What follows belongs to an exercise in optimizing a design on an open flow for small area, a short achievable clock period and few clock cycles per item; a production flow would make more cautious choices. Where RTL was checked, it was by simulation tests only, not by an equivalence proof against the original. Power is estimated from default activity; no workload was simulated.

delta:
Design argmax16, start of the top module:
module argmax16 #(
  parameter int HB = 3      
) (
  input  logic         clk,
  input  logic         rstn,        
  input  logic         in_valid,
  input  logic [255:0] in_data,     
  output logic         out_valid,
  output logic [3:0]   out_idx
);
==> module argmax4_flat, before the edit <==
module argmax4_flat #(
  parameter int DW = 13
) (
  input  logic [3:0][DW-1:0] val,
  input  logic [3:0]         flag,
  output logic [3:0]         win
);
  function automatic logic greater(input logic [DW-1:0] a, input logic [DW-1:0] b);
    logic c;
    c = 1'b0;
    for (int k = 0; k < DW; k++) c = (a[k] & ~b[k]) | ((a[k] | ~b[k]) & c);
    greater = c;
  endfunction
  logic [3:0][3:0] beats;        
  always_comb begin
    beats = '0;
    for (int i = 0; i < 4; i++)
      for (int j = i + 1; j < 4; j++) begin
        beats[i][j] = greater(val[i], val[j]);
        beats[j][i] = ~beats[i][j];
      end
    for (int i = 0; i < 4; i++) begin
      win[i] = flag[i];
      for (int j = 0; j < 4; j++)
        if (j != i) win[i] = win[i] & (~flag[j] | beats[i][j]);
    end
  end
endmodule
Settings: LEC_CHECK=0, CAP_MARGIN=20, CORE_MARGIN=2, CORE_UTILIZATION=55, CTS_BUF_LIST=sky130_fd_sc_hd__clkbuf_4 sky130_fd_sc_hd__clkbuf_8, SETUP_SLACK_MARGIN=4.4, SLEW_MARGIN=20; clock period 8.5 ns.
standard.sh (not shown) runs the stock make flow with config.mk's settings and CLKGATE_MAP_FILE= SYNTH_SCRIPT=/design/flow/synth_recipe.tcl, a recipe that flattens the netlist after the stock synthesis.
==> flow/flow/run.sh <==
#!/bin/bash
# Standard ORFS layout, with the port buffers made of sky130 buf cells
# instead of the delay buffer buffer_ports picks by default.
set -e
export BUFFER_PORTS_ARGS="-buffer_cell sky130_fd_sc_hd__buf_1"
bash standard.sh > standard.log 2>&1
Every stage of the flow completed for delta, and the final layout passed the timing, design-rule and antenna checks.
Testbench counts of delta, summed over its fixed seeds: cycles 8,208, items 8,192.
Changes in tundra relative to delta:
--- a/flow/design.v
+++ b/flow/design.v
@@ -43,32 +43,45 @@
     for (int i = 0; i < 4; i++) o_low |= {LB{win[i]}} & val[i][LB-1:0];
   end
 endmodule
 module argmax4_flat #(
-  parameter int DW = 13
+  parameter int DW = 13,
+  parameter int HB = 3
 ) (
   input  logic [3:0][DW-1:0] val,
   input  logic [3:0]         flag,
   output logic [3:0]         win
 );
-  function automatic logic greater(input logic [DW-1:0] a, input logic [DW-1:0] b);
+  localparam int LB = DW - HB;
+  function automatic logic greater(input logic [LB-1:0] a, input logic [LB-1:0] b);
     logic c;
     c = 1'b0;
-    for (int k = 0; k < DW; k++) c = (a[k] & ~b[k]) | ((a[k] | ~b[k]) & c);
+    for (int k = 0; k < LB; k++) c = (a[k] & ~b[k]) | ((a[k] | ~b[k]) & c);
     greater = c;
   endfunction
+  logic [3:0]      cand;         
+  logic            any;
+  logic [3:0]      bits;
   logic [3:0][3:0] beats;        
+  always_comb begin
+    cand = flag;
+    for (int k = DW - 1; k >= LB; k--) begin
+      for (int i = 0; i < 4; i++) bits[i] = val[i][k];
+      any  = |(cand & bits);
+      cand = cand & (bits | {4{~any}});
+    end
+  end
   always_comb begin
     beats = '0;
     for (int i = 0; i < 4; i++)
       for (int j = i + 1; j < 4; j++) begin
-        beats[i][j] = greater(val[i], val[j]);
+        beats[i][j] = greater(val[i][LB-1:0], val[j][LB-1:0]);
         beats[j][i] = ~beats[i][j];
       end
     for (int i = 0; i < 4; i++) begin
-      win[i] = flag[i];
+      win[i] = cand[i];
       for (int j = 0; j < 4; j++)
-        if (j != i) win[i] = win[i] & (~flag[j] | beats[i][j]);
+        if (j != i) win[i] = win[i] & (~cand[j] | beats[i][j]);
     end
   end
 endmodule
 module argmax16 #(
### Flow results
Complex-gate fraction of the synthesized area for tundra: 1.6 points up relative to delta
Compare tundra and delta | total global routing track utilization higher: tundra
Diff delta -> tundra | signed area change from the synthesized netlist to the final layout | increase of 4.8 points
Looking at tundra and delta, the clock skew is a wash.
tundra: sequential share of layout area lower than delta
Area of the die (tundra over delta): decrease, about 0.8%
tundra: non-clock buffer count 4.2% above delta
The RTL of tundra was laid out without a check of its function.


v6:
The RTL this note starts from:
==> flow/design.v <==
module comparator #(
  parameter int LB = 12
) (
  input  logic [3:0][LB-1:0] val,
  input  logic [3:0]         cand,
  output logic [3:0]         win,
  output logic [LB-1:0]      o_val
);
  function automatic logic greater(input logic [LB-1:0] a, input logic [LB-1:0] b);
    logic c;
    c = 1'b0;
    for (int k = 0; k < LB; k++) c = (a[k] & ~b[k]) | ((a[k] | ~b[k]) & c);
    greater = c;
  endfunction
  logic [3:0][3:0] beats;        
  always_comb begin
    beats = '0;
    for (int i = 0; i < 4; i++)
      for (int j = i + 1; j < 4; j++) begin
        beats[i][j] = greater(val[i], val[j]);
        beats[j][i] = ~beats[i][j];
      end
    for (int i = 0; i < 4; i++) begin
      win[i] = cand[i];
      for (int j = 0; j < 4; j++)
        if (j != i) win[i] = win[i] & (~cand[j] | beats[i][j]);
    end
    o_val = '0;
    for (int i = 0; i < 4; i++) o_val |= {LB{win[i]}} & val[i];
  end
endmodule
module argmax16 #(
  parameter int HB = 4
) (
  input  logic         clk,
  input  logic         rstn,        
  input  logic         in_valid,
  input  logic [255:0] in_data,     
  output logic         out_valid,
  output logic [3:0]   out_idx
);
  localparam int LB = 16 - HB;
  logic [15:0]         cand;             
  logic [15:0]         hbit;
  logic                any;
  logic [3:0][LB-1:0]  glow, glow_q;     
  logic [3:0][1:0]     gidx, gidx_q;     
  logic [3:0]          gc, gc_q;         
  logic [3:0][3:0]     gwin;
  logic [3:0]          win;
  logic [LB-1:0]       unused_val;
  always_ff @(posedge clk or negedge rstn) begin
    if (!rstn) out_valid <= 1'b0;
    else       out_valid <= in_valid;
  end
  always_comb begin
    cand = '1;
    for (int k = 15; k >= LB; k--) begin
      for (int i = 0; i < 16; i++) hbit[i] = in_data[16*i + k];
      any  = |(cand & hbit);
      cand = cand & (hbit | {16{~any}});
    end
  end
  for (genvar g = 0; g < 4; g++) begin : g_grp
    comparator #(.LB(LB)) u_grp (
      .val   ({in_data[64*g+48 +: LB], in_data[64*g+32 +: LB],
               in_data[64*g+16 +: LB], in_data[64*g +: LB]}),
      .cand  (cand[4*g +: 4]),
      .win   (gwin[g]),
      .o_val (glow[g])
    );
    assign gc[g]      = |cand[4*g +: 4];
    assign gidx[g][1] = gwin[g][3] | gwin[g][2];
    assign gidx[g][0] = gwin[g][3] | gwin[g][1];
  end
  always_ff @(posedge clk) begin
    glow_q <= glow;
    gidx_q <= gidx;
    gc_q   <= gc;
  end
  comparator #(.LB(LB)) u_top (
    .val   (glow_q),
    .cand  (gc_q),
    .win   (win),
    .o_val (unused_val)
  );
  always_comb begin
    out_idx[3] = win[3] | win[2];
    out_idx[2] = win[3] | win[1];
    out_idx[1:0] = '0;
    for (int g = 0; g < 4; g++) out_idx[1:0] |= {2{win[g]}} & gidx_q[g];
  end
endmodule
Settings: LEC_CHECK=0, CAP_MARGIN=20, CORE_MARGIN=2, CORE_UTILIZATION=55, SETUP_SLACK_MARGIN=4, SLEW_MARGIN=20; clock period 8.5 ns.
Scripts as last shown in full above: flow/flow/run.sh
What v7 does differently from v6 at the input level:
--- a/flow/design.v
+++ b/flow/design.v
@@ -30,7 +30,7 @@
   end
 endmodule
 module argmax16 #(
-  parameter int HB = 4
+  parameter int HB = 3
 ) (
   input  logic         clk,
   input  logic         rstn,        
### Flow results
- Summary of v7 over v6: hold slack increased by 0.0063 ns relative to the old numbers, fmax increased by 22% relative to the old numbers, sequential area share after synthesis decreased by 1.5 points relative to the old numbers, number of detailed-route iterations in the first pass decreased by 1 relative to the old numbers, sequential cell count increased by 4 relative to the old numbers.
- Relative to v6, the aggregate routed wire length measured on v7 has increased by more than 10%.
- Summary of the comparison: sequential share of cell area is lower in v7, relative to v6.
- Compared with v6, in v7 final core utilization -4.7 points, net switching power +about 11%, setup slack +1.27 ns, power drawn by the sequential cells +about 10%, critical path depth -5.
- Side by side, clock network area share turned out higher in v7 than in v6.
Function was not checked in any run of this note: the RTL went through the layout flow alone.


argmax16, a different RTL version from the one above (not shown whole).
Size in the first run: ~1600 cells after synthesis, about 73 flip-flops, ~260 I/O pins, ~11000 µm² of cells after synthesis.
==> module comparator, before the edit <==
module comparator #(
  parameter int DW = 16,
  parameter int IW = 2,
  parameter int HB = 1
) (
  input  logic [3:0][DW-1:0] val,
  input  logic [3:0][IW-1:0] idx,
  output logic [DW-1:0]      o_val,
  output logic [IW+1:0]      o_idx
);
  localparam int LB = DW - HB;
  function automatic logic greater(input logic [LB-1:0] a, input logic [LB-1:0] b);
    logic c;
    c = 1'b0;
    for (int k = 0; k < LB; k++) c = (a[k] & ~b[k]) | ((a[k] | ~b[k]) & c);
    greater = c;
  endfunction
  logic [3:0] cand;              
  logic       any;
  logic [3:0] bits;
  logic [3:0][3:0] beats;        
  logic [3:0] win;
  always_comb begin
    cand = 4'b1111;
    for (int k = DW - 1; k >= LB; k--) begin
      for (int i = 0; i < 4; i++) bits[i] = val[i][k];
      any  = |(cand & bits);
      cand = cand & (bits | {4{~any}});
    end
  end
  always_comb begin
    beats = '0;
    for (int i = 0; i < 4; i++)
      for (int j = i + 1; j < 4; j++) begin
        beats[i][j] = greater(val[i][LB-1:0], val[j][LB-1:0]);
        beats[j][i] = ~beats[i][j];
      end
    for (int i = 0; i < 4; i++) begin
      win[i] = cand[i];
      for (int j = 0; j < 4; j++)
        if (j != i) win[i] = win[i] & (~cand[j] | beats[i][j]);
    end
  end
  always_comb begin
    o_val = '0;
    for (int i = 0; i < 4; i++) o_val |= {DW{win[i]}} & val[i];
  end
  assign o_idx[IW+1] = win[3] | win[2];
  assign o_idx[IW]   = win[3] | win[1];
  always_comb begin
    o_idx[IW-1:0] = '0;
    for (int i = 0; i < 4; i++) o_idx[IW-1:0] |= {IW{win[i]}} & idx[i];
  end
endmodule
==> module argmax16, before the edit <==
module argmax16 #(
  parameter bit REG_MID = 1    
) (
  input  logic         clk,
  input  logic         rstn,        
  input  logic         in_valid,
  input  logic [255:0] in_data,     
  output logic         out_valid,
  output logic [3:0]   out_idx
);
  logic [3:0][15:0] gval, gval_q;    
  logic [3:0][1:0]  gidx, gidx_q;    
  logic [3:0]       idx_c;
  logic [3:0][3:0]  gx;              
  logic [15:0]      unused_val;
  always_ff @(posedge clk or negedge rstn) begin
    if (!rstn) out_valid <= 1'b0;
    else       out_valid <= in_valid;
  end
  for (genvar g = 0; g < 4; g++) begin : g_grp
    comparator #(.DW(16), .IW(1)) u_grp (
      .val   (in_data[64*g +: 64]),
      .idx   ('0),
      .o_val (gval[g]),
      .o_idx (gx[g][2:0])
    );
    assign gx[g][3] = 1'b0;
    assign gidx[g]  = gx[g][2:1];
  end
  comparator #(.DW(16), .IW(2)) u_top (
    .val   (gval_q),
    .idx   (gidx_q),
    .o_val (unused_val),
    .o_idx (idx_c)
  );
  if (REG_MID) begin : g_mid
    always_ff @(posedge clk) begin
      gval_q <= gval;
      gidx_q <= gidx;
    end
    assign out_idx = idx_c;
  end else begin : g_out
    assign gval_q = gval;
    assign gidx_q = gidx;
    always_ff @(posedge clk) out_idx <= idx_c;
  end
endmodule
==> flow/config.mk <==
export PLATFORM = sky130hd
export DESIGN_NAME = argmax16
export DESIGN_NICKNAME = argmax16
export VERILOG_FILES = /design/flow/design.v
export SDC_FILE = /design/flow/constraint.sdc
export NUM_CORES = 4
export LEC_CHECK = 0
export CAP_MARGIN = 20
export CORE_MARGIN = 2
export CORE_UTILIZATION = 55
export SETUP_SLACK_MARGIN = 4
export SLEW_MARGIN = 20
==> flow/constraint.sdc <==
create_clock -name core_clock -period 8.5 [get_ports {clk}]
set_input_delay 1.7000 -clock core_clock [delete_from_list [all_inputs] [get_ports {clk}]]
set_output_delay 1.7000 -clock core_clock [all_outputs]
set_load 0.01 [all_outputs]
Scripts as last shown in full above: flow/flow/run.sh
The first run completed without violations.
Edit:
--- a/flow/design.v
+++ b/flow/design.v
@@ -1,9 +1,9 @@
 module comparator #(
   parameter int DW = 16,
   parameter int IW = 2,
-  parameter int HB = 1
+  parameter int HB = 2
 ) (
   input  logic [3:0][DW-1:0] val,
   input  logic [3:0][IW-1:0] idx,
   output logic [DW-1:0]      o_val,
   output logic [IW+1:0]      o_idx
@@ -13,21 +13,20 @@
     logic c;
     c = 1'b0;
     for (int k = 0; k < LB; k++) c = (a[k] & ~b[k]) | ((a[k] | ~b[k]) & c);
     greater = c;
   endfunction
-  logic [3:0] cand;              
-  logic       any;
-  logic [3:0] bits;
+  logic [3:0]      cand;         
+  logic [3:0]      bits;
   logic [3:0][3:0] beats;        
-  logic [3:0] win;
+  logic [3:0]      win;
   always_comb begin
     cand = 4'b1111;
     for (int k = DW - 1; k >= LB; k--) begin
       for (int i = 0; i < 4; i++) bits[i] = val[i][k];
-      any  = |(cand & bits);
-      cand = cand & (bits | {4{~any}});
+      o_val[k] = |(cand & bits);
+      cand = cand & (bits | {4{~o_val[k]}});
     end
   end
   always_comb begin
     beats = '0;
     for (int i = 0; i < 4; i++)
@@ -40,22 +39,24 @@
       for (int j = 0; j < 4; j++)
         if (j != i) win[i] = win[i] & (~cand[j] | beats[i][j]);
     end
   end
   always_comb begin
-    o_val = '0;
-    for (int i = 0; i < 4; i++) o_val |= {DW{win[i]}} & val[i];
+    o_val[LB-1:0] = '0;
+    for (int i = 0; i < 4; i++) o_val[LB-1:0] |= {LB{win[i]}} & val[i][LB-1:0];
   end
   assign o_idx[IW+1] = win[3] | win[2];
   assign o_idx[IW]   = win[3] | win[1];
   always_comb begin
     o_idx[IW-1:0] = '0;
     for (int i = 0; i < 4; i++) o_idx[IW-1:0] |= {IW{win[i]}} & idx[i];
   end
 endmodule
 module argmax16 #(
-  parameter bit REG_MID = 1    
+  parameter bit REG_MID = 1,   
+  parameter int HBG     = 3,   
+  parameter int HBT     = 3    
 ) (
   input  logic         clk,
   input  logic         rstn,        
   input  logic         in_valid,
   input  logic [255:0] in_data,     
@@ -70,20 +71,20 @@
   always_ff @(posedge clk or negedge rstn) begin
     if (!rstn) out_valid <= 1'b0;
     else       out_valid <= in_valid;
   end
   for (genvar g = 0; g < 4; g++) begin : g_grp
-    comparator #(.DW(16), .IW(1)) u_grp (
+    comparator #(.DW(16), .IW(1), .HB(HBG)) u_grp (
       .val   (in_data[64*g +: 64]),
       .idx   ('0),
       .o_val (gval[g]),
       .o_idx (gx[g][2:0])
     );
     assign gx[g][3] = 1'b0;
     assign gidx[g]  = gx[g][2:1];
   end
-  comparator #(.DW(16), .IW(2)) u_top (
+  comparator #(.DW(16), .IW(2), .HB(HBT)) u_top (
     .val   (gval_q),
     .idx   (gidx_q),
     .o_val (unused_val),
     .o_idx (idx_c)
   );
What happened: Power barely changes. Wire length decreases slightly. Worst setup slack gets worse by 110 ps. Maximum frequency decreases by a few percent. Area after synthesis decreases slightly. Final area decreases slightly. Combinational power stays flat. Die area decreases slightly.
No run of this note included a check of the RTL's function; only the layout flow was run.

[port drivers added, routing unchanged]
How much do the figures lean on ideal ports? The routed layouts below were timed once more, with nothing changed but the port constraints.
Step 1: set_driving_cell puts a clkbuf_16 on clk and a buf_2 on each other input, an assumption about the parent block.
Step 2, shift: input delay + t, output delay - t, t = (earliest + latest rising clock arrival at the registers) / 2. This alone moves slack from input paths to output paths.
Slacks: no drivers / after step 1 / after step 2; pairs: no drivers / after step 1.
| run | t, ns | setup WS [ns] | worst hold slack (ns) | worst slew at a driven data input, ns |
|---|---|---|---|---|
| delta | 0.404 | 4.429 / 4.451 / 4.047 | 0.359 / 0.359 / 0.359 | 0.04 |
| tundra | 0.395 | 4.409 / 4.410 / 4.014 | 0.360 / 0.360 / 0.360 | 0.06 |
| v6 | 0.389 | 1.492 / 1.471 / 1.083 | 1.106 / 1.084 / 1.472 | 0.09 |
| v7 | 0.389 | 2.758 / 2.784 / 2.396 | 1.112 / 1.086 / 1.475 | 0.09 |
| the first run of note 3 | 0.388 | 3.749 / 3.706 / 3.799 | 1.109 / 1.089 / 1.477 | 0.05 |
| the second run of note 3 | 0.381 | 3.638 / 3.600 / 3.738 | 1.107 / 1.090 / 1.471 | 0.04 |
After both steps setup and hold are still met in every run listed. For v6, which loses most, drivers alone change the setup slack by -0.021 ns; drivers and shift together by -0.409 ns.
